This design comes from an exercise in tuning for small area on the open sky130 flow, not from production work. In this exercise RTL edits were held to simulation tests only and were not proved equivalent to the original.

==> cedar: inputs <==
// skin
module skin(input sys_clk,
            input sys_rst_n,
            input bit_in,
            output bit_out);
    reg [8:0] rc;           
    reg [3:0] rb;           
    reg       s0, s1;       
    reg [1:0] g;            
    reg [7:0] d0, d1, d2;   
    wire ridle = (rb == 4'd15);
    wire rwrap = (rc == 9'd399);
    wire rend  = rwrap && (rb == 4'd9);
    wire at236 = (rc == 9'd236);
    wire wr    = at236 && !rb[3] && (rb != 4'd0) || at236 && rb == 4'd8;
    wire dlv   = at236 && (rb == 4'd9);
    wire start = dlv && (g == 2'd2);
    always @(posedge sys_clk or negedge sys_rst_n) begin
        if (!sys_rst_n) begin
            rc <= 9'd0;
            rb <= 4'd15;
        end else if (ridle || rend) begin
            rc <= 9'd0;
            rb <= {4{bit_in}};
        end else if (rwrap) begin
            rc <= 9'd0;
            rb <= rb + 4'd1;
        end else begin
            rc <= rc + 9'd1;
        end
    end
    always @(posedge sys_clk or negedge sys_rst_n) begin
        if (!sys_rst_n) begin
            s0 <= 1'b0;
            s1 <= 1'b0;
        end else begin
            if (rc == 9'd179) s0 <= bit_in;
            if (rc == 9'd199) s1 <= bit_in;
            if (rc == 9'd219) s0 <= (s0 & s1) | (bit_in & (s0 | s1));
        end
    end
    always @(posedge sys_clk or negedge sys_rst_n) begin
        if (!sys_rst_n)
            g <= 2'd0;
        else if (dlv)
            g <= (g == 2'd2) ? 2'd0 : g + 2'd1;
    end
    always @(posedge sys_clk) begin
        if (wr && g == 2'd0) d0[rb[2:0]] <= s0;
        if (wr && g == 2'd1) d1[rb[2:0]] <= s0;
        if (wr && g == 2'd2) d2[rb[2:0]] <= s0;
    end
    reg [8:0] tc;
    reg [3:0] tb;
    reg [1:0] tk;           
    always @(posedge sys_clk or negedge sys_rst_n) begin
        if (!sys_rst_n) begin
            tc <= 9'd0;
            tb <= 4'd0;
            tk <= 2'd3;
        end else if (start) begin
            tc <= 9'd0;
            tb <= 4'd0;
            tk <= 2'd0;
        end else if (tk != 2'd3) begin
            if (tc == 9'd399) begin
                tc <= 9'd0;
                if (tb == 4'd9) begin
                    tb <= 4'd0;
                    tk <= tk + 2'd1;
                end else
                    tb <= tb + 4'd1;
            end else
                tc <= tc + 9'd1;
        end
    end
    reg dbit;
  ...
==> module skin, before the edit <==
module skin(input sys_clk,
            input sys_rst_n,
            input bit_in,
            output bit_out);
    reg [8:0] rc;           
    reg [3:0] rb;           
    reg       s0, s1;       
    reg [1:0] g;            
    reg [7:0] d0, d1, d2;   
    wire ridle = (rb == 4'd15);
    wire rwrap = (rc == 9'd399);
    wire rend  = rwrap && (rb == 4'd9);
    wire at236 = (rc == 9'd236);
    wire wr    = at236 && !rb[3] && (rb != 4'd0) || at236 && rb == 4'd8;
    wire dlv   = at236 && (rb == 4'd9);
    wire start = dlv && (g == 2'd2);
    always @(posedge sys_clk or negedge sys_rst_n) begin
        if (!sys_rst_n) begin
            rc <= 9'd0;
            rb <= 4'd15;
        end else if (ridle || rend) begin
            rc <= 9'd0;
            rb <= {4{bit_in}};
        end else if (rwrap) begin
            rc <= 9'd0;
            rb <= rb + 4'd1;
        end else begin
            rc <= rc + 9'd1;
        end
    end
    always @(posedge sys_clk or negedge sys_rst_n) begin
        if (!sys_rst_n) begin
            s0 <= 1'b0;
            s1 <= 1'b0;
        end else begin
            if (rc == 9'd179) s0 <= bit_in;
            if (rc == 9'd199) s1 <= bit_in;
            if (rc == 9'd219) s0 <= (s0 & s1) | (bit_in & (s0 | s1));
        end
    end
    always @(posedge sys_clk or negedge sys_rst_n) begin
        if (!sys_rst_n)
            g <= 2'd0;
        else if (dlv)
            g <= (g == 2'd2) ? 2'd0 : g + 2'd1;
    end
    always @(posedge sys_clk) begin
        if (wr && g == 2'd0) d0[rb[2:0]] <= s0;
        if (wr && g == 2'd1) d1[rb[2:0]] <= s0;
        if (wr && g == 2'd2) d2[rb[2:0]] <= s0;
    end
    reg [8:0] tc;
    reg [3:0] tb;
    reg [1:0] tk;           
    always @(posedge sys_clk or negedge sys_rst_n) begin
        if (!sys_rst_n) begin
            tc <= 9'd0;
            tb <= 4'd0;
            tk <= 2'd3;
        end else if (start) begin
            tc <= 9'd0;
            tb <= 4'd0;
            tk <= 2'd0;
        end else if (tk != 2'd3) begin
            if (tc == 9'd399) begin
                tc <= 9'd0;
                if (tb == 4'd9) begin
                    tb <= 4'd0;
                    tk <= tk + 2'd1;
                end else
                    tb <= tb + 4'd1;
            end else
                tc <= tc + 9'd1;
        end
    end
    reg dbit;
    always @(*) begin
        case (tk)
            2'd0: dbit = d0[tb[2:0]];
            2'd1: dbit = d1[tb[2:0]];
            default: dbit = d2[tb[2:0]];
        endcase
    end
    assign bit_out = (tk == 2'd3) || (tb == 4'd9) || ((tb != 4'd0) && dbit);
endmodule
Settings: LEC_CHECK=0, CAP_MARGIN=20, CORE_MARGIN=2, CORE_UTILIZATION=40, SLEW_MARGIN=20; clock period 10.0 ns.
run.sh (not shown) runs the stock make flow with config.mk's settings and CLKGATE_MAP_FILE= SYNTH_SCRIPT=/design/flow/synth_recipe.tcl, a recipe that flattens the netlist after the stock synthesis.
==> inputs of juniper, as changes to cedar <==
==> flow/design.v (replaced) <==
module skin(input sys_clk,
            input sys_rst_n,
            input bit_in,
            output bit_out);
    reg [8:0] rc;           
    reg [3:0] rb;           
    reg       s0, s1;       
    reg [1:0] g;            
    reg [7:0] d1, d2, d3;   
    wire ridle = (rb == 4'd0);
    wire rwrap = (rc == 9'd424);
    wire rlast = (rb == 4'd10);
    wire wr    = rwrap && (rb >= 4'd2) && (rb <= 4'd9);
    wire dlv   = rwrap && (rb == 4'd9);
    wire start = dlv && (g == 2'd3);
    always @(posedge sys_clk) begin
        if (ridle || rwrap)
            rc <= 9'd0;
        else
            rc <= {rc[7:0], ~(rc[8] ^ rc[4])};
    end
    always @(posedge sys_clk or negedge sys_rst_n) begin
        if (!sys_rst_n)
            rb <= 4'd0;
        else if (ridle || rwrap && rlast)
            rb <= {3'd0, ~bit_in};
        else if (rwrap)
            rb <= rb + 4'd1;
    end
    always @(posedge sys_clk) begin
        if (rc == 9'd178) s0 <= bit_in;
        if (rc == 9'd490) s1 <= bit_in;
        if (rc == 9'd310) s0 <= (s0 & s1) | (bit_in & (s0 | s1));
    end
    always @(posedge sys_clk or negedge sys_rst_n) begin
        if (!sys_rst_n)
            g <= 2'd1;
        else if (dlv)
            g <= (g == 2'd3) ? 2'd1 : g + 2'd1;
    end
    always @(posedge sys_clk) begin
        if (wr && g == 2'd1) d1 <= {s0, d1[7:1]};
        if (wr && g == 2'd2) d2 <= {s0, d2[7:1]};
        if (wr && g == 2'd3) d3 <= {s0, d3[7:1]};
    end
    reg [8:0] tc;
    reg [3:0] tb;           
    reg [1:0] tk;           
    wire twrap = (tc == 9'd424);
    wire tend  = twrap && (tb == 4'd10);
    always @(posedge sys_clk) begin
        if (start)
            tc <= 9'd167;
        else if (twrap)
            tc <= 9'd0;
        else
            tc <= {tc[7:0], ~(tc[8] ^ tc[4])};
        if (start)
            tb <= 4'd0;
        else if (tend)
            tb <= 4'd1;
        else if (twrap)
            tb <= tb + 4'd1;
    end
    always @(posedge sys_clk or negedge sys_rst_n) begin
        if (!sys_rst_n)
            tk <= 2'd0;
        else if (start)
            tk <= 2'd1;
        else if (tend && tk != 2'd0)
            tk <= tk + 2'd1;
    end
    wire [2:0] rbe = (g == tk && rb >= 4'd3 && rb <= 4'd9) ? rb[2:0] : 3'd2;
    wire [2:0] p   = tb[2:0] - rbe;
    reg dbit;
    always @(*) begin
        case (tk)
            2'd1: dbit = d1[p];
            2'd2: dbit = d2[p];
            default: dbit = d3[p];
        endcase
    end
    assign bit_out = (tk == 2'd0) || (tb == 4'd0) || (tb == 4'd10) || ((tb != 4'd1) && dbit);
endmodule
==> flow/flow/run.sh (new file) <==
#!/bin/bash
# Own layout flow: the standard synthesis, then the combinational logic
# between the registers is mapped again by ABC with an area-oriented script
# (registers, their names and cell types are kept as the standard synthesis
# made them), then the standard layout from floorplan to finish.
set -euo pipefail
HERE=$(pwd)
R=$HERE/orfs/results/sky130hd/skin/base
LIB=$FLOW_HOME/platforms/sky130hd/lib/sky130_fd_sc_hd__tt_025C_1v80.lib

bash standard.sh synth > log_1_synth.txt 2>&1
cp $R/1_2_yosys.v $HERE/std_synth.v

sed -e "s#@LIB@#$LIB#g" -e "s#@IN@#$HERE/std_synth.v#g" -e "s#@OUT@#$HERE/resynth.v#g" \
    -e "s#@ABC@#$HERE/flow/area.abc#g" flow/resynth.ys > resynth.ys
yosys -s resynth.ys > log_2_resynth.txt 2>&1
cp $HERE/resynth.v $R/1_2_yosys.v
rm -f $R/1_synth.odb $R/1_synth.sdc
bash standard.sh synth > log_3_synth_odb.txt 2>&1
bash standard.sh > log_4_layout.txt 2>&1
test -f out/final.def
==> flow/flow/area.abc (new file) <==
strash
dch
map -a
strash
dch
map -a
strash
dch
map -a
==> flow/flow/resynth.ys (new file) <==
# Re-map the combinational logic of the standard synthesis netlist.
read_liberty -ignore_miss_func @LIB@
read_verilog @IN@
hierarchy -top skin
setattr -mod -set keep_hierarchy 1 sky130_fd_sc_hd__df* sky130_fd_sc_hd__edf*
flatten
opt -purge
select skin
abc -script @ABC@ -liberty @LIB@ -dont_use *probe* -dont_use *lpflow*
opt_clean -purge
stat -liberty @LIB@
write_verilog -noattr -nohex -nodec -selected @OUT@
==> flow/standard.sh (new file) <==
#!/bin/bash
# synth_recipe.tcl (not shown) runs the flow's synth.tcl, then flattens the netlist and writes it again
# the make line also repeats each setting of config.mk as NAME=value (left out here)
make -C /OpenROAD-flow-scripts/flow DESIGN_CONFIG=/design/flow/config.mk WORK_HOME=/design/flow/orfs CLKGATE_MAP_FILE= SYNTH_SCRIPT=/design/flow/synth_recipe.tcl "${@:-finish}"
removed: flow/run.sh
==> inputs of raven, as changes to cedar <==
==> flow/design.v (replaced) <==
module skin(input sys_clk,
            input sys_rst_n,
            input bit_in,
            output bit_out);
    reg [8:0] rc;           
    reg [3:0] rb;           
    reg       s0, s1;       
    reg [1:0] g;            
    reg [7:0] d1, d2, d3;   
    wire ridle = (rb == 4'd0);
    wire rwrap = (rc == 9'd424);
    wire rlast = (rb == 4'd10);
    wire wr    = rwrap && (rb >= 4'd2) && (rb <= 4'd9);
    wire dlv   = rwrap && (rb == 4'd9);
    wire start = dlv && (g == 2'd3);
    always @(posedge sys_clk) begin
        if (ridle || rwrap)
            rc <= 9'd0;
        else
            rc <= {rc[7:0], ~(rc[8] ^ rc[4])};
    end
    always @(posedge sys_clk or negedge sys_rst_n) begin
        if (!sys_rst_n)
            rb <= 4'd0;
        else if (ridle || rwrap && rlast)
            rb <= {3'd0, ~bit_in};
        else if (rwrap)
            rb <= rb + 4'd1;
    end
    always @(posedge sys_clk) begin
        if (rc == 9'd178) s0 <= bit_in;
        if (rc == 9'd490) s1 <= bit_in;
        if (rc == 9'd310) s0 <= (s0 & s1) | (bit_in & (s0 | s1));
    end
    always @(posedge sys_clk or negedge sys_rst_n) begin
        if (!sys_rst_n)
            g <= 2'd1;
        else if (dlv)
            g <= (g == 2'd3) ? 2'd1 : g + 2'd1;
    end
    always @(posedge sys_clk) begin
        if (wr && g == 2'd1) d1 <= {s0, d1[7:1]};
        if (wr && g == 2'd2) d2 <= {s0, d2[7:1]};
        if (wr && g == 2'd3) d3 <= {s0, d3[7:1]};
    end
    reg [8:0] tc;
    reg [3:0] tb;           
    reg [1:0] tk;           
    wire twrap = (tc == 9'd424);
    wire tend  = twrap && (tb == 4'd10);
    always @(posedge sys_clk) begin
        if (start)
            tc <= 9'd167;
        else if (twrap)
            tc <= 9'd0;
        else
            tc <= {tc[7:0], ~(tc[8] ^ tc[4])};
        if (start)
            tb <= 4'd0;
        else if (tend)
            tb <= 4'd1;
        else if (twrap)
            tb <= tb + 4'd1;
    end
    always @(posedge sys_clk or negedge sys_rst_n) begin
        if (!sys_rst_n)
            tk <= 2'd0;
        else if (start)
            tk <= 2'd1;
        else if (tend && tk != 2'd0)
            tk <= tk + 2'd1;
    end
    wire [2:0] rbe = (g == tk && rb >= 4'd3 && rb <= 4'd9) ? rb[2:0] : 3'd2;
    wire [2:0] p   = tb[2:0] - rbe;
    reg dbit;
    always @(*) begin
        case (tk)
            2'd1: dbit = d1[p];
            2'd2: dbit = d2[p];
            default: dbit = d3[p];
        endcase
    end
    assign bit_out = (tk == 2'd0) || (tb == 4'd0) || (tb == 4'd10) || ((tb != 4'd1) && dbit);
endmodule
==> summary of the runs <==
Worst hold slack: juniper < raven < cedar.
Between juniper and cedar, the lower synthesized cell count is in juniper (gap 23%, measured against cedar).
Register-to-register slack, lowest first: cedar, juniper, raven.
First-iteration DRC count: cedar is smaller than juniper (7.8%).
Against cedar, the critical path depth of juniper is higher by 11.

[afterwards: timing with drivers on the ports]
How much do the figures lean on ideal ports? The routed layouts below were timed once more, with nothing changed but the port constraints. Step 1, drivers: a clkbuf_16 drives sys_clk and a buf_2 each remaining input, both assumed. Step 2 moves the port delays by t, midway between the first and last clock arrival at a register: inputs arrive t later, outputs are due t later. That takes back most of the time a late clock gives input paths. Three values: ideal, step 1, step 2; two values: the first two.
run | t, ns | setup WS [ns] | worst hold slack (ns) | worst setup path at the end | worst data-port slew with drivers (ns)
cedar | 0.333 | 5.142 / 5.114 / 5.447 | 0.486 / 0.486 / 0.486 | register to output | 0.03
juniper | 0.333 | 4.537 / 4.508 / 4.841 | 0.428 / 0.428 / 0.428 | register to output | 0.03
raven | 0.337 | 3.923 / 3.892 / 4.229 | 0.459 / 0.459 / 0.459 | register to output | 0.03
After both steps every run listed still meets setup and hold.
